From an optimization exercise on the open Yosys and OpenROAD flow, aimed at small area and a short achievable clock period; shortcuts taken in it are not production practice.
RTL that was checked went through simulation tests only; none was proved equivalent to the original.
No functional check of the RTL was part of runs 1 and 2.
Power figures rest on the tool's default switching activity, not on a simulated workload.

===== flow/flow/run.sh =====
#!/bin/bash
# The standard layout (standard.sh), with these changes:
#  - port buffers use the smallest buffer cell (buf_1) instead of the default choice;
#  - if flow/dont_use.txt exists, it replaces the platform's don't-use list
#    (it repeats the platform's list and adds slow wide OR/NOR cells);
#  - each line of flow/make_args.txt (if it exists) is passed to make as VAR=value.
set -uo pipefail
export BUFFER_PORTS_ARGS="-buffer_cell sky130_fd_sc_hd__buf_1"
args=()
if [[ -s flow/dont_use.txt ]]; then
  args+=("DONT_USE_CELLS=$(tr '\n' ' ' < flow/dont_use.txt)")
fi
if [[ -s flow/make_args.txt ]]; then
  while IFS= read -r line; do
    [[ -n "$line" ]] && args+=("$line")
  done < flow/make_args.txt
fi
printf '%s\n' "${args[@]}" > run_args.log
bash standard.sh "${args[@]}" finish > standard.log 2>&1

===== flow/flow/dont_use.txt =====
sky130_fd_sc_hd__probe_p_8
sky130_fd_sc_hd__probec_p_8
sky130_fd_sc_hd__lpflow_bleeder_1
sky130_fd_sc_hd__lpflow_clkbufkapwr_1
sky130_fd_sc_hd__lpflow_clkbufkapwr_16
sky130_fd_sc_hd__lpflow_clkbufkapwr_2
sky130_fd_sc_hd__lpflow_clkbufkapwr_4
sky130_fd_sc_hd__lpflow_clkbufkapwr_8
sky130_fd_sc_hd__lpflow_clkinvkapwr_1
sky130_fd_sc_hd__lpflow_clkinvkapwr_16
sky130_fd_sc_hd__lpflow_clkinvkapwr_2
sky130_fd_sc_hd__lpflow_clkinvkapwr_4
sky130_fd_sc_hd__lpflow_clkinvkapwr_8
sky130_fd_sc_hd__lpflow_decapkapwr_12
sky130_fd_sc_hd__lpflow_decapkapwr_3
sky130_fd_sc_hd__lpflow_decapkapwr_4
sky130_fd_sc_hd__lpflow_decapkapwr_6
sky130_fd_sc_hd__lpflow_decapkapwr_8
sky130_fd_sc_hd__lpflow_inputiso0n_1
sky130_fd_sc_hd__lpflow_inputiso0p_1
sky130_fd_sc_hd__lpflow_inputiso1n_1
sky130_fd_sc_hd__lpflow_inputiso1p_1
sky130_fd_sc_hd__lpflow_inputisolatch_1
sky130_fd_sc_hd__lpflow_isobufsrc_1
sky130_fd_sc_hd__lpflow_isobufsrc_16
sky130_fd_sc_hd__lpflow_isobufsrc_2
sky130_fd_sc_hd__lpflow_isobufsrc_4
sky130_fd_sc_hd__lpflow_isobufsrc_8
sky130_fd_sc_hd__lpflow_isobufsrckapwr_16
sky130_fd_sc_hd__lpflow_lsbuf_lh_hl_isowell_tap_1
sky130_fd_sc_hd__lpflow_lsbuf_lh_hl_isowell_tap_2
sky130_fd_sc_hd__lpflow_lsbuf_lh_hl_isowell_tap_4
sky130_fd_sc_hd__lpflow_lsbuf_lh_isowell_4
sky130_fd_sc_hd__lpflow_lsbuf_lh_isowell_tap_1
sky130_fd_sc_hd__lpflow_lsbuf_lh_isowell_tap_2
sky130_fd_sc_hd__lpflow_lsbuf_lh_isowell_tap_4
#
#
Define
fill
cells
sky130_fd_sc_hd__or4_1
sky130_fd_sc_hd__or4_2
sky130_fd_sc_hd__or4_4
sky130_fd_sc_hd__nor4_1
sky130_fd_sc_hd__nor4_2
sky130_fd_sc_hd__nor4_4
sky130_fd_sc_hd__or4b_1
sky130_fd_sc_hd__or4b_2
sky130_fd_sc_hd__or4b_4
sky130_fd_sc_hd__or4bb_1
sky130_fd_sc_hd__or4bb_2
sky130_fd_sc_hd__or4bb_4
sky130_fd_sc_hd__nor4b_1
sky130_fd_sc_hd__nor4b_2
sky130_fd_sc_hd__nor4b_4
sky130_fd_sc_hd__nor4bb_1
sky130_fd_sc_hd__nor4bb_2
sky130_fd_sc_hd__nor4bb_4
sky130_fd_sc_hd__or3_1
sky130_fd_sc_hd__or3_2
sky130_fd_sc_hd__or3_4
sky130_fd_sc_hd__nor3_1
sky130_fd_sc_hd__nor3_2
sky130_fd_sc_hd__nor3_4
sky130_fd_sc_hd__or3b_1
sky130_fd_sc_hd__or3b_2
sky130_fd_sc_hd__or3b_4
sky130_fd_sc_hd__nor3b_1
sky130_fd_sc_hd__nor3b_2
sky130_fd_sc_hd__nor3b_4

===== flow/flow/make_args.txt =====
CTS_ARGS=-sink_clustering_enable -repair_clock_nets -dont_use_dummy_load -sink_clustering_size 20 -sink_clustering_max_diameter 100 -buf_list {sky130_fd_sc_hd__clkbuf_8 sky130_fd_sc_hd__clkbuf_16}

===== flow/standard.sh =====
#!/bin/bash
# synth_recipe.tcl (not shown) runs the flow's synth.tcl, then flattens the netlist and writes it again
# the make line also repeats each setting of config.mk as NAME=value (left out here)
make -C /OpenROAD-flow-scripts/flow DESIGN_CONFIG=/design/flow/config.mk WORK_HOME=/design/flow/orfs CLKGATE_MAP_FILE= SYNTH_SCRIPT=/design/flow/synth_recipe.tcl "${@:-finish}"

===== flow/config.mk =====
export PLATFORM = sky130hd
export DESIGN_NAME = counters
export DESIGN_NICKNAME = counters
export VERILOG_FILES = /design/flow/design.v
export SDC_FILE = /design/flow/constraint.sdc
export NUM_CORES = 4
export LEC_CHECK = 0
export CAP_MARGIN = 20
export CORE_MARGIN = 2
export CORE_UTILIZATION = 40
export SETUP_SLACK_MARGIN = 1.45
export SLEW_MARGIN = 20

===== flow/constraint.sdc =====
create_clock -name core_clock -period 3.3 [get_ports {sysclk}]
set_input_delay 0.6600 -clock core_clock [delete_from_list [all_inputs] [get_ports {sysclk}]]
set_output_delay 0.6600 -clock core_clock [all_outputs]
set_load 0.01 [all_outputs]

===== flow/design.v =====
module counters_tmr(
input wire clk,
input wire rst,
input wire baz,
input wire blrb,
input wire bar,
input wire zz1pb,
input wire [31:0] turn,
output reg [31:0] cnt,
output reg cwm,
output wire expire
);
  reg armed;
  wire c_z0_1 = ~cnt[1] & ~cnt[0];
  wire c_z2_3 = ~cnt[3] & ~cnt[2];
  wire c_z4_5 = ~cnt[5] & ~cnt[4];
  wire c_z6_7 = ~cnt[7] & ~cnt[6];
  wire c_z8_9 = ~cnt[9] & ~cnt[8];
  wire c_z10_11 = ~cnt[11] & ~cnt[10];
  wire c_z12_13 = ~cnt[13] & ~cnt[12];
  wire c_z14_15 = ~cnt[15] & ~cnt[14];
  wire c_z16_17 = ~cnt[17] & ~cnt[16];
  wire c_z18_19 = ~cnt[19] & ~cnt[18];
  wire c_z20_21 = ~cnt[21] & ~cnt[20];
  wire c_z22_23 = ~cnt[23] & ~cnt[22];
  wire c_z24_25 = ~cnt[25] & ~cnt[24];
  wire c_z26_27 = ~cnt[27] & ~cnt[26];
  wire c_z28_29 = ~cnt[29] & ~cnt[28];
  wire c_z30_31 = ~cnt[31] & ~cnt[30];
  wire c_z0_2 = ~cnt[2] & c_z0_1;
  wire c_z0_3 = c_z2_3 & c_z0_1;
  wire c_z4_6 = ~cnt[6] & c_z4_5;
  wire c_z4_7 = c_z6_7 & c_z4_5;
  wire c_z8_10 = ~cnt[10] & c_z8_9;
  wire c_z8_11 = c_z10_11 & c_z8_9;
  wire c_z12_14 = ~cnt[14] & c_z12_13;
  wire c_z12_15 = c_z14_15 & c_z12_13;
  wire c_z16_18 = ~cnt[18] & c_z16_17;
  wire c_z16_19 = c_z18_19 & c_z16_17;
  wire c_z20_22 = ~cnt[22] & c_z20_21;
  wire c_z20_23 = c_z22_23 & c_z20_21;
  wire c_z24_26 = ~cnt[26] & c_z24_25;
  wire c_z24_27 = c_z26_27 & c_z24_25;
  wire c_z28_30 = ~cnt[30] & c_z28_29;
  wire c_z28_31 = c_z30_31 & c_z28_29;
  wire c_z0_4 = ~cnt[4] & c_z0_3;
  wire c_z0_5 = c_z4_5 & c_z0_3;
  wire c_z0_6 = c_z4_6 & c_z0_3;
  wire c_z0_7 = c_z4_7 & c_z0_3;
  wire c_z8_12 = ~cnt[12] & c_z8_11;
  wire c_z8_13 = c_z12_13 & c_z8_11;
  wire c_z8_14 = c_z12_14 & c_z8_11;
  wire c_z8_15 = c_z12_15 & c_z8_11;
  wire c_z16_20 = ~cnt[20] & c_z16_19;
  wire c_z16_21 = c_z20_21 & c_z16_19;
  wire c_z16_22 = c_z20_22 & c_z16_19;
  wire c_z16_23 = c_z20_23 & c_z16_19;
  wire c_z24_28 = ~cnt[28] & c_z24_27;
  wire c_z24_29 = c_z28_29 & c_z24_27;
  wire c_z24_30 = c_z28_30 & c_z24_27;
  wire c_z24_31 = c_z28_31 & c_z24_27;
  wire c_z0_8 = ~cnt[8] & c_z0_7;
  wire c_z0_9 = c_z8_9 & c_z0_7;
  wire c_z0_10 = c_z8_10 & c_z0_7;
  wire c_z0_11 = c_z8_11 & c_z0_7;
  wire c_z0_12 = c_z8_12 & c_z0_7;
  wire c_z0_13 = c_z8_13 & c_z0_7;
  wire c_z0_14 = c_z8_14 & c_z0_7;
  wire c_z0_15 = c_z8_15 & c_z0_7;
  wire c_z16_24 = ~cnt[24] & c_z16_23;
  wire c_z16_25 = c_z24_25 & c_z16_23;
  wire c_z16_26 = c_z24_26 & c_z16_23;
  wire c_z16_27 = c_z24_27 & c_z16_23;
  wire c_z16_28 = c_z24_28 & c_z16_23;
  wire c_z16_29 = c_z24_29 & c_z16_23;
  wire c_z16_30 = c_z24_30 & c_z16_23;
  wire c_z16_31 = c_z24_31 & c_z16_23;
  wire c_z0_16 = ~cnt[16] & c_z0_15;
  wire c_z0_17 = c_z16_17 & c_z0_15;
  wire c_z0_18 = c_z16_18 & c_z0_15;
  wire c_z0_19 = c_z16_19 & c_z0_15;
  wire c_z0_20 = c_z16_20 & c_z0_15;
  wire c_z0_21 = c_z16_21 & c_z0_15;
  wire c_z0_22 = c_z16_22 & c_z0_15;
  wire c_z0_23 = c_z16_23 & c_z0_15;
  wire c_z0_24 = c_z16_24 & c_z0_15;
  wire c_z0_25 = c_z16_25 & c_z0_15;
  wire c_z0_26 = c_z16_26 & c_z0_15;
  wire c_z0_27 = c_z16_27 & c_z0_15;
  wire c_z0_28 = c_z16_28 & c_z0_15;
  wire c_z0_29 = c_z16_29 & c_z0_15;
  wire c_z0_30 = c_z16_30 & c_z0_15;
  wire c_z0_31 = c_z16_31 & c_z0_15;
  wire [31:0] c_b;
  assign c_b[0] = 1'b1;
  assign c_b[1] = ~cnt[0];
  assign c_b[2] = c_z0_1;
  assign c_b[3] = c_z0_2;
  assign c_b[4] = c_z0_3;
  assign c_b[5] = c_z0_4;
  assign c_b[6] = c_z0_5;
  assign c_b[7] = c_z0_6;
  assign c_b[8] = c_z0_7;
  assign c_b[9] = c_z0_8;
  assign c_b[10] = c_z0_9;
  assign c_b[11] = c_z0_10;
  assign c_b[12] = c_z0_11;
  assign c_b[13] = c_z0_12;
  assign c_b[14] = c_z0_13;
  assign c_b[15] = c_z0_14;
  assign c_b[16] = c_z0_15;
  assign c_b[17] = c_z0_16;
  assign c_b[18] = c_z0_17;
  assign c_b[19] = c_z0_18;
  assign c_b[20] = c_z0_19;
  assign c_b[21] = c_z0_20;
  assign c_b[22] = c_z0_21;
  assign c_b[23] = c_z0_22;
  assign c_b[24] = c_z0_23;
  assign c_b[25] = c_z0_24;
  assign c_b[26] = c_z0_25;
  assign c_b[27] = c_z0_26;
  assign c_b[28] = c_z0_27;
  assign c_b[29] = c_z0_28;
  assign c_b[30] = c_z0_29;
  assign c_b[31] = c_z0_30;
  wire c_up0 = ~cnt[1] & c_z2_3 & c_z4_7 & c_z8_15 & c_z16_31;
  wire c_zero = c_b[31] & ~cnt[31];
  wire is_one = c_up0 & cnt[0];
  wire turn_nz = |turn;
  wire run = armed & blrb;
  reg nz;
  wire at_zero = ~nz;
  wire load = baz | (run & bar & at_zero);
  wire dec = run & (bar | ~cwm);
  wire shot = ~baz & run & ~bar & ~cwm & is_one;
  assign expire = (~baz & run & bar & at_zero) | shot;
  always @(posedge clk, posedge rst) begin
    if (rst) begin
      cnt <= 32'd0;
      nz <= 1'b0;
      cwm <= 1'b0;
      armed <= 1'b0;
    end else begin
      cnt <= load ? turn : cnt ^ ({32{dec}} & c_b);
      nz <= load ? turn_nz : dec ? ~is_one : nz;
      if (baz) armed <= turn_nz;
      else if (shot) armed <= 1'b0;
      if (~zz1pb) cwm <= 1'b0;
      else if (expire) cwm <= 1'b1;
    end
  end
endmodule
module counters(
input wire sysclk,
input wire foo_card,
input wire wfoo0_baz,
input wire wfoo0_blrb,
input wire wfoo0_zz1pb,
input wire [31:0] wfoo0_turn,
input wire debct_baz,
input wire debct_blrb,
input wire debct_zz1pb,
input wire debct_bar,
input wire [31:0] debct_turn,
input wire Z0_bar,
input wire Z0_baz,
input wire Z0_blrb,
input wire Z0_zz1pb,
input wire [31:0] Z0_turn,
input wire Y1_bar,
input wire Y1_baz,
input wire Y1_blrb,
input wire Y1_zz1pb,
input wire [31:0] Y1_turn,
input wire X2_bar,
input wire X2_baz,
input wire X2_blrb,
input wire X2_zz1pb,
input wire [31:0] X2_turn,
input wire W3_bar,
input wire W3_baz,
input wire W3_blrb,
input wire W3_zz1pb,
input wire [31:0] W3_turn,
output wire Z0_cwm,
output wire [31:0] Z0,
output wire Y1_cwm,
output wire [31:0] Y1,
output wire X2_cwm,
output wire [31:0] X2,
output wire W3_cwm,
output wire [31:0] W3,
output reg wfoo0_cwm,
output wire [31:0] wfoo0_llwln,
output wire debct_cwm,
output reg debct_pull,
output wire [31:0] debct,
output wire wdfilecardA2P
);
  wire debct_exp, z0_exp, y1_exp, x2_exp, w3_exp;
  counters_tmr t_debct(.clk(sysclk), .rst(foo_card), .baz(debct_baz), .blrb(debct_blrb),
    .bar(debct_bar), .zz1pb(debct_zz1pb), .turn(debct_turn), .cnt(debct), .cwm(debct_cwm),
    .expire(debct_exp));
  counters_tmr t_Z0(.clk(sysclk), .rst(foo_card), .baz(Z0_baz), .blrb(Z0_blrb),
    .bar(Z0_bar), .zz1pb(Z0_zz1pb), .turn(Z0_turn), .cnt(Z0), .cwm(Z0_cwm),
    .expire(z0_exp));
  counters_tmr t_Y1(.clk(sysclk), .rst(foo_card), .baz(Y1_baz), .blrb(Y1_blrb),
    .bar(Y1_bar), .zz1pb(Y1_zz1pb), .turn(Y1_turn), .cnt(Y1), .cwm(Y1_cwm),
    .expire(y1_exp));
  counters_tmr t_X2(.clk(sysclk), .rst(foo_card), .baz(X2_baz), .blrb(X2_blrb),
    .bar(X2_bar), .zz1pb(X2_zz1pb), .turn(X2_turn), .cnt(X2), .cwm(X2_cwm),
    .expire(x2_exp));
  counters_tmr t_W3(.clk(sysclk), .rst(foo_card), .baz(W3_baz), .blrb(W3_blrb),
    .bar(W3_bar), .zz1pb(W3_zz1pb), .turn(W3_turn), .cnt(W3), .cwm(W3_cwm),
    .expire(w3_exp));
  reg [31:0] wd_cnt;
  reg wd_armed, wd_mark, wd_a2p;
  wire w_z0_1 = ~wd_cnt[1] & ~wd_cnt[0];
  wire w_z2_3 = ~wd_cnt[3] & ~wd_cnt[2];
  wire w_z4_5 = ~wd_cnt[5] & ~wd_cnt[4];
  wire w_z6_7 = ~wd_cnt[7] & ~wd_cnt[6];
  wire w_z8_9 = ~wd_cnt[9] & ~wd_cnt[8];
  wire w_z10_11 = ~wd_cnt[11] & ~wd_cnt[10];
  wire w_z12_13 = ~wd_cnt[13] & ~wd_cnt[12];
  wire w_z14_15 = ~wd_cnt[15] & ~wd_cnt[14];
  wire w_z16_17 = ~wd_cnt[17] & ~wd_cnt[16];
  wire w_z18_19 = ~wd_cnt[19] & ~wd_cnt[18];
  wire w_z20_21 = ~wd_cnt[21] & ~wd_cnt[20];
  wire w_z22_23 = ~wd_cnt[23] & ~wd_cnt[22];
  wire w_z24_25 = ~wd_cnt[25] & ~wd_cnt[24];
  wire w_z26_27 = ~wd_cnt[27] & ~wd_cnt[26];
  wire w_z28_29 = ~wd_cnt[29] & ~wd_cnt[28];
  wire w_z30_31 = ~wd_cnt[31] & ~wd_cnt[30];
  wire w_z0_2 = ~wd_cnt[2] & w_z0_1;
  wire w_z0_3 = w_z2_3 & w_z0_1;
  wire w_z4_6 = ~wd_cnt[6] & w_z4_5;
  wire w_z4_7 = w_z6_7 & w_z4_5;
  wire w_z8_10 = ~wd_cnt[10] & w_z8_9;
  wire w_z8_11 = w_z10_11 & w_z8_9;
  wire w_z12_14 = ~wd_cnt[14] & w_z12_13;
  wire w_z12_15 = w_z14_15 & w_z12_13;
  wire w_z16_18 = ~wd_cnt[18] & w_z16_17;
  wire w_z16_19 = w_z18_19 & w_z16_17;
  wire w_z20_22 = ~wd_cnt[22] & w_z20_21;
  wire w_z20_23 = w_z22_23 & w_z20_21;
  wire w_z24_26 = ~wd_cnt[26] & w_z24_25;
  wire w_z24_27 = w_z26_27 & w_z24_25;
  wire w_z28_30 = ~wd_cnt[30] & w_z28_29;
  wire w_z28_31 = w_z30_31 & w_z28_29;
  wire w_z0_4 = ~wd_cnt[4] & w_z0_3;
  wire w_z0_5 = w_z4_5 & w_z0_3;
  wire w_z0_6 = w_z4_6 & w_z0_3;
  wire w_z0_7 = w_z4_7 & w_z0_3;
  wire w_z8_12 = ~wd_cnt[12] & w_z8_11;
  wire w_z8_13 = w_z12_13 & w_z8_11;
  wire w_z8_14 = w_z12_14 & w_z8_11;
  wire w_z8_15 = w_z12_15 & w_z8_11;
  wire w_z16_20 = ~wd_cnt[20] & w_z16_19;
  wire w_z16_21 = w_z20_21 & w_z16_19;
  wire w_z16_22 = w_z20_22 & w_z16_19;
  wire w_z16_23 = w_z20_23 & w_z16_19;
  wire w_z24_28 = ~wd_cnt[28] & w_z24_27;
  wire w_z24_29 = w_z28_29 & w_z24_27;
  wire w_z24_30 = w_z28_30 & w_z24_27;
  wire w_z24_31 = w_z28_31 & w_z24_27;
  wire w_z0_8 = ~wd_cnt[8] & w_z0_7;
  wire w_z0_9 = w_z8_9 & w_z0_7;
  wire w_z0_10 = w_z8_10 & w_z0_7;
  wire w_z0_11 = w_z8_11 & w_z0_7;
  wire w_z0_12 = w_z8_12 & w_z0_7;
  wire w_z0_13 = w_z8_13 & w_z0_7;
  wire w_z0_14 = w_z8_14 & w_z0_7;
  wire w_z0_15 = w_z8_15 & w_z0_7;
  wire w_z16_24 = ~wd_cnt[24] & w_z16_23;
  wire w_z16_25 = w_z24_25 & w_z16_23;
  wire w_z16_26 = w_z24_26 & w_z16_23;
  wire w_z16_27 = w_z24_27 & w_z16_23;
  wire w_z16_28 = w_z24_28 & w_z16_23;
  wire w_z16_29 = w_z24_29 & w_z16_23;
  wire w_z16_30 = w_z24_30 & w_z16_23;
  wire w_z16_31 = w_z24_31 & w_z16_23;
  wire w_z0_16 = ~wd_cnt[16] & w_z0_15;
  wire w_z0_17 = w_z16_17 & w_z0_15;
  wire w_z0_18 = w_z16_18 & w_z0_15;
  wire w_z0_19 = w_z16_19 & w_z0_15;
  wire w_z0_20 = w_z16_20 & w_z0_15;
  wire w_z0_21 = w_z16_21 & w_z0_15;
  wire w_z0_22 = w_z16_22 & w_z0_15;
  wire w_z0_23 = w_z16_23 & w_z0_15;
  wire w_z0_24 = w_z16_24 & w_z0_15;
  wire w_z0_25 = w_z16_25 & w_z0_15;
  wire w_z0_26 = w_z16_26 & w_z0_15;
  wire w_z0_27 = w_z16_27 & w_z0_15;
  wire w_z0_28 = w_z16_28 & w_z0_15;
  wire w_z0_29 = w_z16_29 & w_z0_15;
  wire w_z0_30 = w_z16_30 & w_z0_15;
  wire w_z0_31 = w_z16_31 & w_z0_15;
  wire [31:0] w_b;
  assign w_b[0] = 1'b1;
  assign w_b[1] = ~wd_cnt[0];
  assign w_b[2] = w_z0_1;
  assign w_b[3] = w_z0_2;
  assign w_b[4] = w_z0_3;
  assign w_b[5] = w_z0_4;
  assign w_b[6] = w_z0_5;
  assign w_b[7] = w_z0_6;
  assign w_b[8] = w_z0_7;
  assign w_b[9] = w_z0_8;
  assign w_b[10] = w_z0_9;
  assign w_b[11] = w_z0_10;
  assign w_b[12] = w_z0_11;
  assign w_b[13] = w_z0_12;
  assign w_b[14] = w_z0_13;
  assign w_b[15] = w_z0_14;
  assign w_b[16] = w_z0_15;
  assign w_b[17] = w_z0_16;
  assign w_b[18] = w_z0_17;
  assign w_b[19] = w_z0_18;
  assign w_b[20] = w_z0_19;
  assign w_b[21] = w_z0_20;
  assign w_b[22] = w_z0_21;
  assign w_b[23] = w_z0_22;
  assign w_b[24] = w_z0_23;
  assign w_b[25] = w_z0_24;
  assign w_b[26] = w_z0_25;
  assign w_b[27] = w_z0_26;
  assign w_b[28] = w_z0_27;
  assign w_b[29] = w_z0_28;
  assign w_b[30] = w_z0_29;
  assign w_b[31] = w_z0_30;
  wire w_up0 = ~wd_cnt[1] & w_z2_3 & w_z4_7 & w_z8_15 & w_z16_31;
  wire w_zero = w_b[31] & ~wd_cnt[31];
  wire wd_turn_nz = |wfoo0_turn;
  wire wd_run = wd_armed & wfoo0_blrb;
  reg wd_nz;
  wire wd_at_zero = ~wd_nz;
  wire wd_is_one = w_up0 & wd_cnt[0];
  wire wd_load = wfoo0_baz | (wd_run & wd_at_zero);
  wire wd_hit = ~wfoo0_baz & wd_run & wd_at_zero;
  assign wfoo0_llwln = wd_cnt;
  assign wdfilecardA2P = wd_a2p;
  always @(posedge sysclk, posedge foo_card) begin
    if (foo_card) begin
      wd_cnt <= 32'd0;
      wd_nz <= 1'b0;
      wd_armed <= 1'b0;
      wd_mark <= 1'b0;
      wd_a2p <= 1'b0;
      wfoo0_cwm <= 1'b0;
      debct_pull <= 1'b0;
    end else begin
      debct_pull <= debct_exp;
      wd_a2p <= wd_hit & wd_mark;
      wd_cnt <= wd_load ? wfoo0_turn : wd_cnt ^ ({32{wd_run}} & w_b);
      wd_nz <= wd_load ? wd_turn_nz : wd_run ? ~wd_is_one : wd_nz;
      if (wfoo0_baz) wd_armed <= ~wd_at_zero;
      else if (wd_hit & wd_mark) wd_armed <= 1'b0;
      if (wfoo0_baz) wd_mark <= 1'b0;
      else if (wd_hit) wd_mark <= 1'b1;
      if (~wfoo0_zz1pb) wfoo0_cwm <= 1'b0;
      else if (wd_hit & ~wd_mark) wfoo0_cwm <= 1'b1;
    end
  end
endmodule

==> results.toml, run 1 <==
[run_status]
status = "finished clean"

[power_and_ir_drop]
cellLeakagePower_nw = 6.05
max-vdd-ir-drop_mv = 0.313
power-per-cell-area_nw_per_um2 = 417
power.total_mw = 6.39

[synthesis]
synth_edf_count = 0
predominant_post_synthesis_flop_cell = "sky130_fd_sc_hd__dfrtp_1"
syn_area_per_cell_sq_um = 8.32
synthDominantAreaCellType = "sky130_fd_sc_hd__dfrtp_1"
synth_seq_area_share = 0.423
netlist_top_cells_area = "sky130_fd_sc_hd__dfrtp_1 42%, sky130_fd_sc_hd__nor2_1 9.8%, sky130_fd_sc_hd__a31oi_1 4.7%"
syn_inst = 1515
synthesis.yosys.warnings = 2
yosys_register_bits = 213
mappedNetlistNets = 1738
synth_top_area_frac = 0.423
postSynth.asyncResetShare = 1.00
synthDistinctLibCells = 56
synth.cell_area_sq_um = 12600

[cts]
clock_sinks = 213
clk_pin_slew_worst_paths_ns = 0.09
clkLatencyLatePin_ns = 0.49
cts_tree = "yes"
clockRootBuffer = "sky130_fd_sc_hd__clkbuf_16"
h-tree-depth = 1
cts-buffers-inserted = 14
ctsLongestPathBuffers = 3

[route]
detailroute.via_count = 13200
routed_wire_per_std_cell_um = 18.4
detail_route.first_pass.iterations = 5
detail_route.vias_per_cell = 5.68
routed_wl_um = 42600
drcViolationCount = 0
postRouteAntennaNets = 0
detailedRoute.firstIterationViolations = 958

[grt]
grt.total_usage = 0.246
grt_remaining_overflow = 0
grt_antenna_before_repair = 3
wire_length_of_the_first_global_routing_pass_um = 66200
largest_net_degree_at_the_start_of_global_routing = 132
first_global_vias = 12300

[layout]
antenna-diode-count = 0
fillCellCount = 3130
final_nets = 2143
share_of_layout_cells_above_drive_strength_1 = 0.0860
most-common-layout-cells = "407 x sky130_fd_sc_hd__buf_1, 316 x sky130_fd_sc_hd__nor2_1, 206 x sky130_fd_sc_hd__dfrtp_1, 147 x sky130_fd_sc_hd__nand2_1, 99 x sky130_fd_sc_hd__o21ai_0"
area_delta_synth_final_pct = 21.6
layout_commonest_cell = "sky130_fd_sc_hd__buf_1"

[floorplan]
floorplan.die.height_um = 181
initial_core_util = 0.409
floorplan.core_area_sq_um = 30800
std_cell_rows = 64
io_pins = 417
design.die.area_sq_um = 32900
chipWidth_um = 181

[worst_setup_path]
critPathTopFamily = "flip-flops"
worst_ep_required_time_ns = 2.64
crit_chain = "buf_1"
critical_path.reg2reg.startpoint = "wd_cnt[1]"
reg2reg_setup_slack_ns = 1.50
cp-start-kind = "flip-flop"
worstPathMaxFanout = 6
critical_path_s_slowest_cell = "sky130_fd_sc_hd__dfrtp_1"
cp_slowest_stage_delay_ns = 0.51
setup.worst_path.class = "reg -> out"
timing.critical_path.arrival_ns = 1.17
crit_path_end_kind = "output pin"
critical_path.reg2reg.endpoint = "wd_cnt[22]"
worstRegToRegCells = 5
cp.buffers_inverters = 1

[worst_hold_path]
hold_path_class = "in -> reg"
min_from = "wfoo0_zz1pb"
worst_hold_path.endpoint = "wfoo0_cwm"
worstHoldPathCells = 2

[timing]
finalHoldViolCount = 0
setup-violations-final = 0
worst-slew-pin-transition_ns = 0.837
slew_viol_final = 0
rsz0062_at_grt = "true"
timing.clock.skew_ns = 0.0270
max_clock_freq_mhz = 545
finalCriticalPeriod_ns = 1.83
setup-tns-final_ns = 0
max_transition_margin = 0.442
finalCritPeriodShare = 0.556

[placed_design]
port_buffer_count = 416
post-dp-hpwl_um = 31800
gp_routability_congestion = 0.889

[run]
maxCapViolations = 0
## how the worst max path moves through the flow
stage                     startpoint         endpoint  cells after the start
after detailed placement      Z0_bar     t_Z0.cnt[30]                      6
after global routing       wd_cnt[0]       wd_cnt[22]                      5
after CTS                    t_X2.nz     t_X2.cnt[31]                      6
after global placement        Z0_bar     t_Z0.cnt[30]                      6
after floorplan             foo_card       debct_pull                      1
final                     wd_cnt[19]  wfoo0_llwln[19]                      1
## layer usage
layer,routed length [um],share of wire,vias up,GRT usage
met5,37,0.00087,-,0
met4,1190,0.028,6,0.0702
met3,3370,0.079,70,0.0449
met2,19900,0.47,543,0.410
met1,18100,0.42,6324,0.327
li1,-,-,6209,-
## final cells by class
class	count	area [sq um]	share of cell area
multi-input cells	1190	7000	0.457
well taps	396	495	0.0323
inverters	35	135	0.00882
repair buffers	466	2010	0.131
clock buffers	14	350	0.0229
flip-flops and latches	213	5340	0.348
## synth_stat cells (4+ instances only)
cell type	count
sky130_fd_sc_hd__nor2_1	328
sky130_fd_sc_hd__dfrtp_1	213
sky130_fd_sc_hd__nand2_1	148
sky130_fd_sc_hd__o21ai_0	100
sky130_fd_sc_hd__a31oi_1	94
sky130_fd_sc_hd__nand4_1	61
sky130_fd_sc_hd__xor2_1	42
sky130_fd_sc_hd__nand3_1	36
sky130_fd_sc_hd__nand4b_1	36
sky130_fd_sc_hd__inv_1	35
sky130_fd_sc_hd__and3_1	34
sky130_fd_sc_hd__clkbuf_1	34
sky130_fd_sc_hd__xnor2_1	32
sky130_fd_sc_hd__o21ai_1	26
sky130_fd_sc_hd__buf_2	25
sky130_fd_sc_hd__a21oi_1	23
sky130_fd_sc_hd__and4_1	23
sky130_fd_sc_hd__and2_1	19
sky130_fd_sc_hd__nand3b_1	19
sky130_fd_sc_hd__nor2b_1	19
sky130_fd_sc_hd__o31ai_1	17
sky130_fd_sc_hd__nand2b_1	16
sky130_fd_sc_hd__o41ai_1	14
sky130_fd_sc_hd__nand4bb_1	13
sky130_fd_sc_hd__and4b_1	12
sky130_fd_sc_hd__buf_4	9
sky130_fd_sc_hd__or2_2	8
sky130_fd_sc_hd__nor2_2	7
sky130_fd_sc_hd__buf_1	6
sky130_fd_sc_hd__ha_1	6
sky130_fd_sc_hd__a211o_1	5
sky130_fd_sc_hd__buf_6	5
sky130_fd_sc_hd__o2bb2ai_1	5
sky130_fd_sc_hd__o31a_1	5
sky130_fd_sc_hd__a31o_2	4
## state kept, by name, summed over array words and instances, names as in the netlist, 32 cells and up
name	count
t_W3.cnt	32
t_debct.cnt	32
wd_cnt	32
t_X2.cnt	32
t_Z0.cnt	32
t_Y1.cnt	32
## cells by family (layout without fill, tap and decap cells)
logic type	Yosys count	in the layout	share of synthesized area
compound gates	309	309	0.149
buf+inv	115	515	0.0425
fa+ha+maj	6	6	0.00596
simple gates	793	796	0.323
mux	5	5	0.00427
xor+xnor	74	74	0.0514
flops	213	213	0.423
## through the flow
step	util	area [sq um]	cells	setup slack [ns]	hold slack (ns)
3_3_place_gp	0.469	14500	2270	0.860	0.507
4_1_cts	0.485	15000	2289	1.43	0.338
6_report	0.497	15300	2314	1.47	0.372
5_1_grt	0.497	15300	2314	1.40	0.376
2_1_floorplan	-	12600	1515	-0.130	0.493
3_5_place_dp	0.469	14500	2270	0.797	0.520
## repair_timing
action | 4_1_cts | 5_1_grt
endpoints found under the hold margin | 0 | 0
hold buffers | 0 | 0
endpoints found under the setup margin | 111 | 86
cloned | 1 | 2
resized for setup | 38 | 48
setup buffers | 4 | 23
pin swaps | 4 | 11
## where the power goes
part           total, mW  internal [mW]  switching (mW)  leakage, nW
logic               1.49          0.578           0.916         3.41
registers           3.22           2.88           0.339         2.47
clock network       1.68          0.762           0.920        0.173
total               6.39           4.22            2.18         6.05
==> run 2: changes to the inputs <==
--- a/flow/config.mk
+++ b/flow/config.mk
@@ -10,3 +10,3 @@
 export CORE_UTILIZATION = 40
-export SETUP_SLACK_MARGIN = 1.45
+export SETUP_SLACK_MARGIN = 1.4
 export SLEW_MARGIN = 20
==> results.toml, run 2 <==
[worst_setup_path]
cp_slowest_stage_delay_ns = 0.47
cp-start-kind = "flip-flop"
setup.worst_path.class = "reg -> out"
critical_path_s_slowest_cell = "sky130_fd_sc_hd__dfrtp_1"
crit_chain = "buf_1"
crit_path_end_kind = "output pin"
cp.buffers_inverters = 1
cp.depth = 1
worst_ep_required_time_ns = 2.64
timing.critical_path.arrival_ns = 1.19
worstPathMaxFanout = 6
worstRegToRegCells = 5
critPathTopFamily = "flip-flops"

[layout]
antenna-diode-count = 0
fillCellCount = 3153
most-common-layout-cells = "414 x sky130_fd_sc_hd__buf_1, 320 x sky130_fd_sc_hd__nor2_1, 213 x sky130_fd_sc_hd__dfrtp_1, 147 x sky130_fd_sc_hd__nand2_1, 99 x sky130_fd_sc_hd__o21ai_0"
share_of_layout_cells_above_drive_strength_1 = 0.0718
layout.cell_area.non_filler_sq_um = 15200
final_nets = 2134
area_delta_synth_final_pct = 20.4
layoutNonFillerInstCount = 2305
layout_commonest_cell = "sky130_fd_sc_hd__buf_1"

[timing]
rsz0062_at_grt = "true"
setup-violations-final = 0
max_clock_freq_mhz = 540
finalHoldViolCount = 0
final.setup.worst_slack_ns = 1.45
timing.clock.skew_ns = 0.0269
finalCriticalPeriod_ns = 1.85
worst-slew-pin-transition_ns = 0.795
setup-tns-final_ns = 0
slew_viol_final = 0
max_transition_margin = 0.470
finalCritPeriodShare = 0.562

[route]
routed_wire_per_std_cell_um = 18.4
detailroute.via_count = 13100
postRouteAntennaNets = 0
detail_route.vias_per_cell = 5.67
routed_wl_um = 42400
detail_route.first_pass.iterations = 5
detailedRoute.firstIterationViolations = 891
drcViolationCount = 0

[synthesis]
synthesis.yosys.warnings = 2
synth_edf_count = 0
postSynth.asyncResetShare = 1.00
netlist_top_cells_count = "328 x sky130_fd_sc_hd__nor2_1, 213 x sky130_fd_sc_hd__dfrtp_1, 148 x sky130_fd_sc_hd__nand2_1"
yosys_register_bits = 213
synthDistinctLibCells = 56
syn_area_per_cell_sq_um = 8.32
syn_inst = 1515
predominant_post_synthesis_flop_cell = "sky130_fd_sc_hd__dfrtp_1"
synthDominantAreaCellType = "sky130_fd_sc_hd__dfrtp_1"
netlist_top_cells_area = "sky130_fd_sc_hd__dfrtp_1 42%, sky130_fd_sc_hd__nor2_1 9.8%, sky130_fd_sc_hd__a31oi_1 4.7%"
mappedNetlistNets = 1738
synth_most_common_cell = "sky130_fd_sc_hd__nor2_1"
synth_top_area_frac = 0.423
synth_seq_area_share = 0.423
synth.cell_area_sq_um = 12600

[placed_design]
dp_worst_setup_slack_ns = 0.797
port_buffer_count = 416
detailed_place.area_sq_um = 14500
dp.cells = 2270
post-dp-hpwl_um = 31800
gp_routability_congestion = 0.889

[cts]
ctsLongestPathBuffers = 3
cts-buffers-inserted = 14
clock_sinks = 213
cts_tree = "yes"
clkLatencyLatePin_ns = 0.49
h-tree-depth = 1
clk_pin_slew_worst_paths_ns = 0.09
clockRootBuffer = "sky130_fd_sc_hd__clkbuf_16"

[power_and_ir_drop]
internal-power_mw = 4.20
p_switching_mw = 2.17
share_seq_of_total_power = 0.504
cellLeakagePower_nw = 5.97
pwr-share-clk = 0.264
max-vdd-ir-drop_mv = 0.311
power-per-cell-area_nw_per_um2 = 420
combinational_share_of_power = 0.231
sw_frac_of_total = 0.340

[grt]
wire_length_of_the_first_global_routing_pass_um = 65900
largest_net_degree_at_the_start_of_global_routing = 132
grt_remaining_overflow = 0
grt.total_usage = 0.244
first_global_vias = 12200
grt_antenna_before_repair = 3

[run_status]
status = "finished clean"

[worst_hold_path]
hold_path_class = "in -> reg"
worstHoldPathCells = 2

[floorplan]
floorplan.die.height_um = 181
chipWidth_um = 181
floorplan.core_area_sq_um = 30800
std_cell_rows = 64
initial_core_util = 0.409
design.die.area_sq_um = 32900
io_pins = 417

[run]
maxCapViolations = 0
## run 2: metrics by stage
step | utilization | hold WS [ns] | power [mW]
floorplan | - | 0.493 | 4.04
global placement | 0.469 | 0.507 | 4.65
finish | 0.492 | 0.373 | 6.37
global route | 0.492 | 0.376 | 6.73
CTS | 0.482 | 0.338 | 6.40
detailed placement | 0.469 | 0.520 | 4.68
## run 2: layer usage
metal,part of all wire,vias to the layer above,GRT usage
li1,-,6197,-
met1,0.43,6311,0.326
met2,0.47,498,0.407
met3,0.074,60,0.0449
met4,0.026,6,0.0670
met5,0.00087,-,0
## run 2: path summary, 6_finish.rpt
check	from	endpoint	slack [ns]
worst max-delay path	t_W3.cnt[22]	W3[22]	1.45
worst min-delay path	wfoo0_zz1pb	wfoo0_cwm	0.37
worst max register to register	t_X2.cnt[20]	t_X2.armed	1.46
worst min register to register	wfoo0_cwm	wfoo0_cwm	0.54
max in group asynchronous	foo_card	t_W3.cnt[22]	2.25
min in group asynchronous	foo_card	t_debct.cnt[12]	0.38
## run 2: logic make-up (layout without fill, tap and decap cells)
logic type / count (synthesis) / in the layout / share of synthesized area
xor gates and xnor gates: 74 / 74 / 0.0514
DFF: 213 / 213 / 0.423
adders and majority gates: 6 / 6 / 0.00596
buffers and inverters: 115 / 507 / 0.0425
AOI/OAI and AO/OA: 309 / 309 / 0.149
muxes: 5 / 5 / 0.00427
and+or+nand+nor: 793 / 795 / 0.323
## run 2: final cells by class
class,instances,area [sq um],area share
tap,396,495,0.0326
clock buffer,14,350,0.0231
inverter,35,135,0.00890
sequential,213,5330,0.351
timing repair buffer,458,1920,0.126
multi-input combinational,1189,6950,0.458
## run 2: what timing repair did
item | in CTS | in global routing
resized for setup | 20 | 42
setup endpoints to repair | 83 | 73
setup buffers | 0 | 19
gates cloned | 0 | 2
pin swaps | 1 | 8
hold buffers | 0 | 0
## run 2: power groups by stage
stage / logic (mW) / registers [mW] / clock network (mW)
finish: 1.47 / 3.21 / 1.68
global placement: 1.41 / 3.24 / 0
global route: 1.64 / 3.26 / 1.83
detailed placement: 1.44 / 3.24 / 0
CTS: 1.45 / 3.20 / 1.75
floorplan: 0.742 / 3.30 / 0
==> run 3: changes to the inputs <==
--- a/flow/design.v
+++ b/flow/design.v
@@ -335,5 +335,3 @@
   wire wd_run = wd_armed & wfoo0_blrb;
-  reg wd_nz;
-  wire wd_at_zero = ~wd_nz;
-  wire wd_is_one = w_up0 & wd_cnt[0];
+  wire wd_at_zero = w_zero;
   wire wd_load = wfoo0_baz | (wd_run & wd_at_zero);
@@ -345,3 +343,2 @@
       wd_cnt <= 32'd0;
-      wd_nz <= 1'b0;
       wd_armed <= 1'b0;
@@ -355,3 +352,2 @@
       wd_cnt <= wd_load ? wfoo0_turn : wd_cnt ^ ({32{wd_run}} & w_b);
-      wd_nz <= wd_load ? wd_turn_nz : wd_run ? ~wd_is_one : wd_nz;
       if (wfoo0_baz) wd_armed <= ~wd_at_zero;
--- a/flow/flow/run.sh
+++ b/flow/flow/run.sh
@@ -5,2 +5,5 @@
 #    (it repeats the platform's list and adds slow wide OR/NOR cells);
+#  - if flow/abc.script exists, synthesis is synth_recipe.tcl unchanged except that
+#    Yosys's abc call runs that ABC script (flow/synth.tcl);
+#  - if flow/post_gpl.tcl exists, it runs after global placement (sizes output port buffers);
 #  - each line of flow/make_args.txt (if it exists) is passed to make as VAR=value.
@@ -11,2 +14,9 @@
   args+=("DONT_USE_CELLS=$(tr '\n' ' ' < flow/dont_use.txt)")
+fi
+if [[ -s flow/abc.script ]]; then
+  export MY_ABC_SCRIPT="$PWD/flow/abc.script"
+  args+=("SYNTH_SCRIPT=$PWD/flow/synth.tcl")
+fi
+if [[ -s flow/post_gpl.tcl ]]; then
+  export POST_GLOBAL_PLACE_TCL="$PWD/flow/post_gpl.tcl"
 fi
--- a/flow/config.mk
+++ b/flow/config.mk
@@ -10,3 +10,4 @@
 export CORE_UTILIZATION = 40
-export SETUP_SLACK_MARGIN = 1.4
+export SETUP_SLACK_MARGIN = 1.45
 export SLEW_MARGIN = 20
+export TNS_END_PERCENT = 0
==> results.toml, run 3 <==
[placed_design]
post-dp-hpwl_um = 28200
dp_worst_setup_slack_ns = 0.708
port_buffer_count = 416
detailed_place.area_sq_um = 13800

[route]
routed_wl_um = 37600
postRouteAntennaNets = 0
detail_route.first_pass.iterations = 5
detailroute.via_count = 11500
detail_route.vias_per_cell = 5.24
routed_wire_per_std_cell_um = 17.2
drcViolationCount = 0
detailedRoute.firstIterationViolations = 738

[layout]
fillCellCount = 2892
share_of_layout_cells_above_drive_strength_1 = 0.0604
most-common-layout-cells = "415 x sky130_fd_sc_hd__buf_1, 374 x sky130_fd_sc_hd__nor2_1, 211 x sky130_fd_sc_hd__dfrtp_1, 142 x sky130_fd_sc_hd__a21oi_1, 94 x sky130_fd_sc_hd__nand2_1"
core_utilization_of_the_finished_layout = 0.501
layout_commonest_cell = "sky130_fd_sc_hd__buf_1"
layout.cell_area.non_filler_sq_um = 14400
final_nets = 2030
area_delta_synth_final_pct = 22.7

[grt]
first_global_vias = 10800
grt.total_usage = 0.230
wire_length_of_the_first_global_routing_pass_um = 57600
largest_net_degree_at_the_start_of_global_routing = 82
grt_antenna_before_repair = 2
grt_remaining_overflow = 0

[cts]
cts-buffers-inserted = 14
clock_sinks = 212
clkLatencyLatePin_ns = 0.49
clk_pin_slew_worst_paths_ns = 0.09
h-tree-depth = 1
cts_tree = "yes"
clockRootBuffer = "sky130_fd_sc_hd__clkbuf_16"
cts-hold-fix-buffers = 0
ctsLongestPathBuffers = 3

[timing]
worst-slew-pin-transition_ns = 0.758
finalCriticalPeriod_ns = 1.86
timing.clock.skew_ns = 0.0349
finalHoldViolCount = 0
hold_slack_ns = 0.281
max_clock_freq_mhz = 537
max_transition_margin = 0.494
rsz0062_at_grt = "true"
finalCritPeriodShare = 0.564
final.setup.worst_slack_ns = 1.44
slew_viol_final = 0
setup-violations-final = 0

[power_and_ir_drop]
power-per-cell-area_nw_per_um2 = 416
max-vdd-ir-drop_mv = 0.251
cellLeakagePower_nw = 5.67

[synthesis]
syn_area_per_cell_sq_um = 8.41
synth_edf_count = 0
synth_top_area_frac = 0.450
synth.cell_area_sq_um = 11800
synth_most_common_cell = "sky130_fd_sc_hd__nor2_1"
synthesis.yosys.warnings = 2
dominant_combinational_cell_family_by_area_after_synthesis = "simple AND/OR/NAND/NOR gates"
netlist_top_cells_area = "sky130_fd_sc_hd__dfrtp_1 45%, sky130_fd_sc_hd__nor2_1 12%, sky130_fd_sc_hd__a21oi_1 6.0%"
post_synth_mux_area_share = 0.0106
synth_seq_area_share = 0.450
synth_adder_area_share = 0.00637
post_synth_and_or_nand_nor_area_fraction = 0.292
yosys_register_bits = 212
mappedNetlistNets = 1623
synthDistinctLibCells = 45
synth_xor_xnor_area_share = 0.0967
syn_inst = 1400
area_fraction_in_compound_gates_after_synthesis = 0.111
netlist_top_cells_count = "386 x sky130_fd_sc_hd__nor2_1, 212 x sky130_fd_sc_hd__dfrtp_1, 142 x sky130_fd_sc_hd__a21oi_1"
predominant_post_synthesis_flop_cell = "sky130_fd_sc_hd__dfrtp_1"
postSynth.asyncResetShare = 1.00
synthDominantAreaCellType = "sky130_fd_sc_hd__dfrtp_1"

[worst_setup_path]
startpoint = "t_X2.cnt[16]"
timing.critical_path.arrival_ns = 2.22
setup.worst_path.class = "reg -> reg"
worstPathMaxFanout = 4
crit_path_end_kind = "flip-flop"
cp-start-kind = "flip-flop"
critical_path.reg2reg.startpoint = "t_X2.cnt[16]"
worst_ep_required_time_ns = 3.66

[floorplan]
chipWidth_um = 176
std_cell_rows = 62
floorplan.die.height_um = 176
design.die.area_sq_um = 30800
io_pins = 417
floorplan.core_area_sq_um = 28900
initial_core_util = 0.408

[run]
maxCapViolations = 0

[worst_hold_path]
hold_path_class = "in -> async"

[run_status]
status = "finished clean"
-- run 3: changes by cell type after synthesis, moves of 21 or more --
cell	previous run	this run
sky130_fd_sc_hd__a31oi_1	94	48
sky130_fd_sc_hd__o21ai_0	100	20
sky130_fd_sc_hd__xnor2_1	32	59
sky130_fd_sc_hd__nand4b_1	36	15
sky130_fd_sc_hd__o21ai_1	26	0
sky130_fd_sc_hd__nand2_1	148	94
sky130_fd_sc_hd__nand4_1	61	27
sky130_fd_sc_hd__a21oi_1	23	142
sky130_fd_sc_hd__xor2_1	42	71
sky130_fd_sc_hd__nor2_1	328	386
-- run 3: cell families after synthesis --
kind of cell | count (synthesis)
flip-flops | 212
adder cells (fa/ha/maj) | 6
AND/OR/NAND/NOR | 711
multiplexers | 12
AO/OA/AOI/OAI | 232
XOR/XNOR | 130
buffers and inverters | 97
-- run 3: cell type report --
type                       count  area, sq um  area share
tap                          384          480      0.0333
inverter                      33          128     0.00883
sequential                   212         5310       0.367
clock buffer                  14          350      0.0242
multi-input combinational   1098         6280       0.435
timing repair buffer         448         1900       0.131
antenna                        3         7.51    0.000520
-- run 3: path summary, 6_finish.rpt --
kind / endpoint / slack, ns / cells after the start
worst min register to register: wd_armed / 0.50 / 1
min in group core_clock: t_Z0.cnt[0] / 0.38 / 3
max in group asynchronous: wd_cnt[7] / 2.13 / 3
worst min-delay path: t_Y1.cnt[26] / 0.28 / 2
worst max register to register: t_X2.nz / 1.44 / 6
worst max-delay path: t_X2.nz / 1.44 / 6
-- run 3: what timing repair did --
item | CTS | global route
setup endpoints to repair | 123 | 173
buffers inserted | 3 | 14
gates cloned | 0 | 8
resized for setup | 7 | 40
pin swaps | 2 | 11
-- run 3: stage by stage --
stage | total power [mW] | TNS (ns) | std cells
after global routing | 6.36 | 0 | 2190
after floorplan | 3.79 | -24.63 | 1400
after detailed placement | 4.35 | 0 | 2150
after global placement | 4.34 | 0 | 2150
after CTS | 6.05 | 0 | 2167
final | 6.01 | 0 | 2192
-- run 3: power breakdown --
part           internal, mW  total [mW]  switching (mW)
clock network         0.762        1.67           0.913
logic                 0.485        1.23           0.742
registers              2.84        3.11           0.272
-- run 3: critical path, cell delays in order (launching register included) --
cell	delay (ns)
sky130_fd_sc_hd__dfrtp_2	0.45
sky130_fd_sc_hd__nor2_4	0.10
sky130_fd_sc_hd__and4bb_2	0.26
sky130_fd_sc_hd__and4b_2	0.28
sky130_fd_sc_hd__and4b_2	0.29
sky130_fd_sc_hd__a21oi_1	0.08
sky130_fd_sc_hd__mux2_2	0.26
-- run 3: layer usage --
layer  track usage  part of all wire  up-vias
li1              -                 -     5540
met1         0.319              0.45     5515
met2         0.379              0.47      397
met3        0.0418             0.065       38
met4        0.0465             0.017        0
met5             0                 0        -
==> run 4: changes to the inputs <==
--- a/flow/config.mk
+++ b/flow/config.mk
@@ -10,4 +10,3 @@
 export CORE_UTILIZATION = 40
-export SETUP_SLACK_MARGIN = 1.45
+export SETUP_SLACK_MARGIN = 1.35
 export SLEW_MARGIN = 20
-export TNS_END_PERCENT = 0
==> results.toml, run 4 <==
[cts]
clk_pin_slew_worst_paths_ns = 0.09
h-tree-depth = 1
clockRootBuffer = "sky130_fd_sc_hd__clkbuf_16"
cts-buffers-inserted = 14
clkLatencyLatePin_ns = 0.48
clock_sinks = 212
ctsLongestPathBuffers = 3
cts-hold-fix-buffers = 0
cts_tree = "yes"

[layout]
share_of_layout_cells_above_drive_strength_1 = 0.0507
most-common-layout-cells = "416 x sky130_fd_sc_hd__buf_1, 381 x sky130_fd_sc_hd__nor2_1, 209 x sky130_fd_sc_hd__dfrtp_1, 142 x sky130_fd_sc_hd__a21oi_1, 93 x sky130_fd_sc_hd__nand2_1"
core_utilization_of_the_finished_layout = 0.498
layout.cell_area.non_filler_sq_um = 14400
layoutNonFillerInstCount = 2179
layout_commonest_cell = "sky130_fd_sc_hd__buf_1"
area_delta_synth_final_pct = 22.1
final_nets = 2019

[route]
detailroute.via_count = 11300
routed_wire_per_std_cell_um = 16.8
detail_route.first_pass.iterations = 5
postRouteAntennaNets = 0
routed_wl_um = 36500
detail_route.vias_per_cell = 5.20
detailedRoute.firstIterationViolations = 733
drcViolationCount = 0

[timing]
finalHoldViolCount = 0
slew_viol_final = 0
rsz0062_at_grt = "true"
setup-violations-final = 0
final.setup.worst_slack_ns = 1.44
worst-slew-pin-transition_ns = 0.954
finalCriticalPeriod_ns = 1.86
max_clock_freq_mhz = 537
finalCritPeriodShare = 0.564
setup-tns-final_ns = 0
timing.clock.skew_ns = 0.0366
max_transition_margin = 0.363
hold_slack_ns = 0.351

[synthesis]
synth_most_common_cell = "sky130_fd_sc_hd__nor2_1"
yosys_register_bits = 212
synth_top_area_frac = 0.450
mappedNetlistNets = 1623
post_synth_and_or_nand_nor_area_fraction = 0.292
postSynth.asyncResetShare = 1.00
area_fraction_in_compound_gates_after_synthesis = 0.111
synth_adder_area_share = 0.00637
netlist_top_cells_count = "386 x sky130_fd_sc_hd__nor2_1, 212 x sky130_fd_sc_hd__dfrtp_1, 142 x sky130_fd_sc_hd__a21oi_1"
synth_edf_count = 0
predominant_post_synthesis_flop_cell = "sky130_fd_sc_hd__dfrtp_1"
synthesis.yosys.warnings = 2
synthDistinctLibCells = 45
synth_seq_area_share = 0.450
synthDominantAreaCellType = "sky130_fd_sc_hd__dfrtp_1"
netlist_top_cells_area = "sky130_fd_sc_hd__dfrtp_1 45%, sky130_fd_sc_hd__nor2_1 12%, sky130_fd_sc_hd__a21oi_1 6.0%"
syn_area_per_cell_sq_um = 8.41
synth.cell_area_sq_um = 11800
synth_xor_xnor_area_share = 0.0967
syn_inst = 1400
dominant_combinational_cell_family_by_area_after_synthesis = "simple AND/OR/NAND/NOR gates"
post_synth_mux_area_share = 0.0106

[run_status]
status = "finished clean"

[power_and_ir_drop]
max-vdd-ir-drop_mv = 0.293
power-per-cell-area_nw_per_um2 = 414
power.total_mw = 5.96
cellLeakagePower_nw = 5.63

[placed_design]
post-dp-hpwl_um = 28200
dp_worst_setup_slack_ns = 0.743
detailed_place.area_sq_um = 13900
port_buffer_count = 416
dp.cells = 2153

[grt]
largest_net_degree_at_the_start_of_global_routing = 65
grt_antenna_before_repair = 1
grt.total_usage = 0.226
wire_length_of_the_first_global_routing_pass_um = 56400
first_global_vias = 10700
grt_remaining_overflow = 0

[worst_setup_path]
worst_ep_required_time_ns = 2.64
reg2reg_setup_slack_ns = 1.46
cp_slowest_stage_delay_ns = 0.44
critical_path_s_slowest_cell = "sky130_fd_sc_hd__dfrtp_1"
cp.buffers_inverters = 1
cp-start-kind = "flip-flop"
worstRegToRegCells = 7
timing.critical_path.arrival_ns = 1.20
critical_path.reg2reg.startpoint = "wd_cnt[10]"
critPathTopFamily = "flip-flops"
setup.worst_path.class = "reg -> out"
worstPathMaxFanout = 5
critical_path.reg2reg.endpoint = "wd_cnt[2]"
crit_path_end_kind = "output pin"
crit_chain = "buf_1"

[floorplan]
floorplan.die.height_um = 176
std_cell_rows = 62
initial_core_util = 0.408
design.die.area_sq_um = 30800
floorplan.core_area_sq_um = 28900
chipWidth_um = 176
io_pins = 417

[worst_hold_path]
hold_path_class = "in -> async"

[run]
maxCapViolations = 0
## run 4: layout make-up
class	instances	area [sq um]
Fill cell	2895	14500
Multi-Input combinational cell	1095	6240
Sequential cell	212	5310
Timing Repair Buffer	440	1860
Tap cell	384	480
Clock buffer	14	350
Inverter	33	130
Antenna cell	1	2.50
## run 4: kinds of logic (layout without fill, tap and decap cells)
group                      after synthesis  after routing
muxes                                   12             12
other                                    0              1
and+or+nand+nor                        711            714
xor gates and xnor gates               130            130
AOI/OAI and AO/OA                      232            233
DFF                                    212            212
buffers and inverters                   97            487
adders and majority gates                6              6
## run 4: how the worst max path moves through the flow
stage           startpoint            to  slack [ns]  cells after the start
6_report       t_X2.cnt[2]         X2[2]        1.44                      1
5_1_grt          wd_cnt[9]     wd_cnt[7]        1.34                      7
4_1_cts           t_Y1.cwm  t_Y1.cnt[26]        1.36                      6
3_5_place_dp       X2_blrb  t_X2.cnt[26]        0.74                      7
3_3_place_gp       X2_blrb  t_X2.cnt[26]        0.80                      7
2_1_floorplan     foo_card    debct_pull       -0.12                      1
## run 4: timing repair
item / 4_1_cts / 5_1_grt
setup endpoints to repair: 78 / 84
hold endpoints to repair: 0 / 0
cloned: 1 / 3
resized for setup: 12 / 25
setup buffers: 2 / 5
pin swaps: 2 / 5
## run 4: layer usage
metal | vias to the layer above | wire (um) | track usage
li1 | 5527 | - | -
met1 | 5354 | 16000 | 0.302
met2 | 389 | 17000 | 0.371
met3 | 50 | 2420 | 0.0442
met4 | 0 | 1100 | 0.0661
met5 | - | 0 | 0
## run 4: power breakdown
group          internal, mW  switching, mW  leakage (nW)  total [mW]
sequential             2.84          0.270          2.38        3.11
combinational         0.482          0.728          3.08        1.21
clock                 0.760          0.880         0.173        1.64
total                  4.08           1.88          5.63        5.96
==> run 5: changes to the inputs <==
--- a/flow/config.mk
+++ b/flow/config.mk
@@ -10,3 +10,3 @@
 export CORE_UTILIZATION = 40
-export SETUP_SLACK_MARGIN = 1.35
+export SETUP_SLACK_MARGIN = 1.4
 export SLEW_MARGIN = 20
==> results.toml, run 5 <==
[run_status]
status = "finished clean"

[cts]
cts-buffers-inserted = 14
h-tree-depth = 1
clock_sinks = 212
clkLatencyLatePin_ns = 0.48
cts_tree = "yes"
clockRootBuffer = "sky130_fd_sc_hd__clkbuf_16"
ctsLongestPathBuffers = 3
clk_pin_slew_worst_paths_ns = 0.09

[power_and_ir_drop]
share_seq_of_total_power = 0.518
p_switching_mw = 1.91
sw_frac_of_total = 0.318
cellLeakagePower_nw = 5.67
max-vdd-ir-drop_mv = 0.351
internal-power_mw = 4.08
power-per-cell-area_nw_per_um2 = 413
combinational_share_of_power = 0.205
pwr-share-clk = 0.277

[timing]
rsz0062_at_grt = "true"
max_clock_freq_mhz = 547
worst-slew-pin-transition_ns = 0.701
finalCritPeriodShare = 0.554
finalCriticalPeriod_ns = 1.83
setup-violations-final = 0
slew_viol_final = 0
finalHoldViolCount = 0
max_transition_margin = 0.531
timing.clock.skew_ns = 0.0159

[synthesis]
mappedNetlistNets = 1623
syn_inst = 1400
netlist_top_cells_area = "sky130_fd_sc_hd__dfrtp_1 45%, sky130_fd_sc_hd__nor2_1 12%, sky130_fd_sc_hd__a21oi_1 6.0%"
synth_edf_count = 0
netlist_top_cells_count = "386 x sky130_fd_sc_hd__nor2_1, 212 x sky130_fd_sc_hd__dfrtp_1, 142 x sky130_fd_sc_hd__a21oi_1"
synthDistinctLibCells = 45
yosys_register_bits = 212
synthesis.yosys.warnings = 2
synthDominantAreaCellType = "sky130_fd_sc_hd__dfrtp_1"
synth_most_common_cell = "sky130_fd_sc_hd__nor2_1"
synth.cell_area_sq_um = 11800
syn_area_per_cell_sq_um = 8.41
predominant_post_synthesis_flop_cell = "sky130_fd_sc_hd__dfrtp_1"
synth_top_area_frac = 0.450
synth_seq_area_share = 0.450
postSynth.asyncResetShare = 1.00

[floorplan]
floorplan.die.height_um = 176
design.die.area_sq_um = 30800
initial_core_util = 0.408
chipWidth_um = 176
io_pins = 417
floorplan.core_area_sq_um = 28900
std_cell_rows = 62

[layout]
layout.cell_area.non_filler_sq_um = 14500
final_nets = 2029
fillCellCount = 2928
layout_commonest_cell = "sky130_fd_sc_hd__buf_1"
area_delta_synth_final_pct = 23.3
share_of_layout_cells_above_drive_strength_1 = 0.0721
core_utilization_of_the_finished_layout = 0.503
most-common-layout-cells = "415 x sky130_fd_sc_hd__buf_1, 371 x sky130_fd_sc_hd__nor2_1, 209 x sky130_fd_sc_hd__dfrtp_1, 142 x sky130_fd_sc_hd__a21oi_1, 92 x sky130_fd_sc_hd__nand2_1"

[route]
met3_wirelength_um = 2600
routed_wl_um = 36900
detail_route.first_pass.iterations = 7
met1_length_um = 15700
routed_wire_per_std_cell_um = 16.8
drcViolationCount = 0
detail_route.vias_per_cell = 5.21
detailroute.via_count = 11400
postRouteAntennaNets = 0
detailedRoute.firstIterationViolations = 775
top_signal_layer_used = "met4"
length_of_routed_met2_wiring_um = 17600

[grt]
first_global_vias = 10900
grt.total_usage = 0.227
wire_length_of_the_first_global_routing_pass_um = 56700
grt_antenna_before_repair = 1
grt_remaining_overflow = 0
largest_net_degree_at_the_start_of_global_routing = 90

[worst_setup_path]
critical_path_s_slowest_cell = "sky130_fd_sc_hd__dfrtp_1"
cp.depth = 1
critPathTopFamily = "flip-flops"
critical_path.reg2reg.endpoint = "t_X2.nz"
cp.buffers_inverters = 1
critical_path.reg2reg.startpoint = "t_X2.cnt[16]"
cp-start-kind = "flip-flop"
worstRegToRegCells = 6
cp_slowest_stage_delay_ns = 0.44
crit_chain = "buf_1"
worstPathMaxFanout = 5
reg2reg_setup_slack_ns = 1.48
worst_setup_path_endpoint = "debct[4]"
setup.worst_path.class = "reg -> out"
crit_path_end_kind = "output pin"
startpoint = "t_debct.cnt[4]"
worst_ep_required_time_ns = 2.64
timing.critical_path.arrival_ns = 1.17

[placed_design]
post-dp-hpwl_um = 27800
port_buffer_count = 416
detailed_place.area_sq_um = 13800

[worst_hold_path]
hold_path_class = "in -> async"

[run]
maxCapViolations = 0
## run 5: cell types whose count changed in the layout (fill, tap and decap cells not counted), moves of 3 or more
cell / previous run / this run
sky130_fd_sc_hd__buf_12: 9 / 6
sky130_fd_sc_hd__nor2_2: 4 / 14
sky130_fd_sc_hd__and3_1: 13 / 10
sky130_fd_sc_hd__nand3_2: 0 / 7
sky130_fd_sc_hd__nor2_1: 381 / 371
sky130_fd_sc_hd__and2_1: 13 / 10
sky130_fd_sc_hd__buf_4: 13 / 26
sky130_fd_sc_hd__nand3_1: 34 / 27
## run 5: power by group through the flow
stage          sequential, mW  clock (mW)  combinational (mW)
2_1_floorplan            3.21           0               0.594
5_1_grt                  3.14        1.79                1.37
4_1_cts                  3.09        1.71                1.22
3_3_place_gp             3.14           0                1.19
3_5_place_dp             3.14           0                1.21
6_report                 3.10        1.66                1.23
## run 5: final cells by class
class | instances | area (sq um) | area share
multi-input cells | 1096 | 6340 | 0.437
flip-flops and latches | 212 | 5310 | 0.366
repair buffers | 449 | 1900 | 0.131
well taps | 384 | 480 | 0.0331
clock buffers | 14 | 350 | 0.0241
inverters | 33 | 130 | 0.00896
diodes | 1 | 2.50 | 0.000172
## run 5: logic make-up (layout without fill, tap and decap cells)
| group | Yosys count | after routing | share of synthesized area |
|---|---|---|---|
| AND/OR/NAND/NOR | 711 | 715 | 0.292 |
| AO/OA/AOI/OAI | 232 | 233 | 0.111 |
| flip-flops | 212 | 212 | 0.450 |
| XOR/XNOR | 130 | 130 | 0.0967 |
| buffers and inverters | 97 | 496 | 0.0328 |
| multiplexers | 12 | 12 | 0.0106 |
| adder cells (fa/ha/maj) | 6 | 6 | 0.00637 |
| other | 0 | 1 | 0 |
## run 5: worst register-to-register path, delay by kind of cell, from the launching register on
kind	cells	cell delay [ns]
and+or+nand+nor	4	0.95
DFF	1	0.43
muxes	1	0.25
AOI/OAI and AO/OA	1	0.07
## run 5: metrics by stage
stage                     total power, mW  setup WS (ns)  TNS, ns  cells  hold WS (ns)
final                                5.99           1.47        0   2189         0.122
after global placement               4.33          0.658        0   2150         0.485
after floorplan                      3.80         -0.116   -24.63   1400         0.474
after CTS                            6.02           1.40        0   2173         0.119
after detailed placement             4.35          0.589        0   2150         0.500
after global routing                 6.30           1.38        0   2189         0.130
## run 5: how the worst min path moves through the flow
stage | startpoint | end | cells past startpoint
3_5_place_dp | wd_armed | wd_armed | 1
5_1_grt | foo_card | t_Y1.cnt[16] | 2
6_report | foo_card | t_Y1.cnt[17] | 2
4_1_cts | foo_card | t_Y1.cnt[17] | 2
3_3_place_gp | wd_armed | wd_armed | 1
2_1_floorplan | t_Z0.armed | t_Z0.armed | 2
## run 5: repair_timing
item,in CTS,in global routing
gates cloned,2,4
gates resized for setup,15,39
pin swaps,3,9
buffers inserted,7,11
setup endpoints to repair,115,94
hold buffers,0,0
## run 5: metal layers
layer  global-route usage  vias to the layer above
met2                0.380                      366
met4               0.0671                        0
met3               0.0483                       61
met5                    0                        -
met1                0.295                     5432
li1                     -                     5545

==> port drivers added, routing unchanged <==
No port has a modelled driver above. Below, the same layouts with a new extraction and two added sets of constraints.
Step 1 assumes that a clkbuf_16 drives the clock port and a buf_2 every other input.
Step 2 moves the port delays by t, midway between the first and last clock arrival at a register: inputs arrive t later, outputs are due t later. That takes back most of the time a late clock gives input paths.
a / b / c = ideal / step 1 / step 2; a / b = the first two.
run | shift t [ns] | setup WS [ns] | worst hold slack (ns) | worst setup path after step 2
run 1 | 0.524 | 1.465 / 1.415 / 1.155 | 0.372 / 0.349 / 0.540 | input to register
run 2 | 0.524 | 1.447 / 1.395 / 1.071 | 0.373 / 0.355 / 0.541 | input to register
run 3 | 0.528 | 1.437 / 1.407 / 1.019 | 0.281 / 0.275 / 0.505 | input to register
run 4 | 0.516 | 1.439 / 1.389 / 0.999 | 0.351 / 0.326 / 0.520 | input to register
run 5 | 0.524 | 1.472 / 1.422 / 1.042 | 0.122 / 0.092 / 0.510 | input to register
After both steps every run listed still meets setup and hold. The setup slack of run 4, which loses most, moves by -0.050 ns with the drivers and by -0.440 ns with both steps.
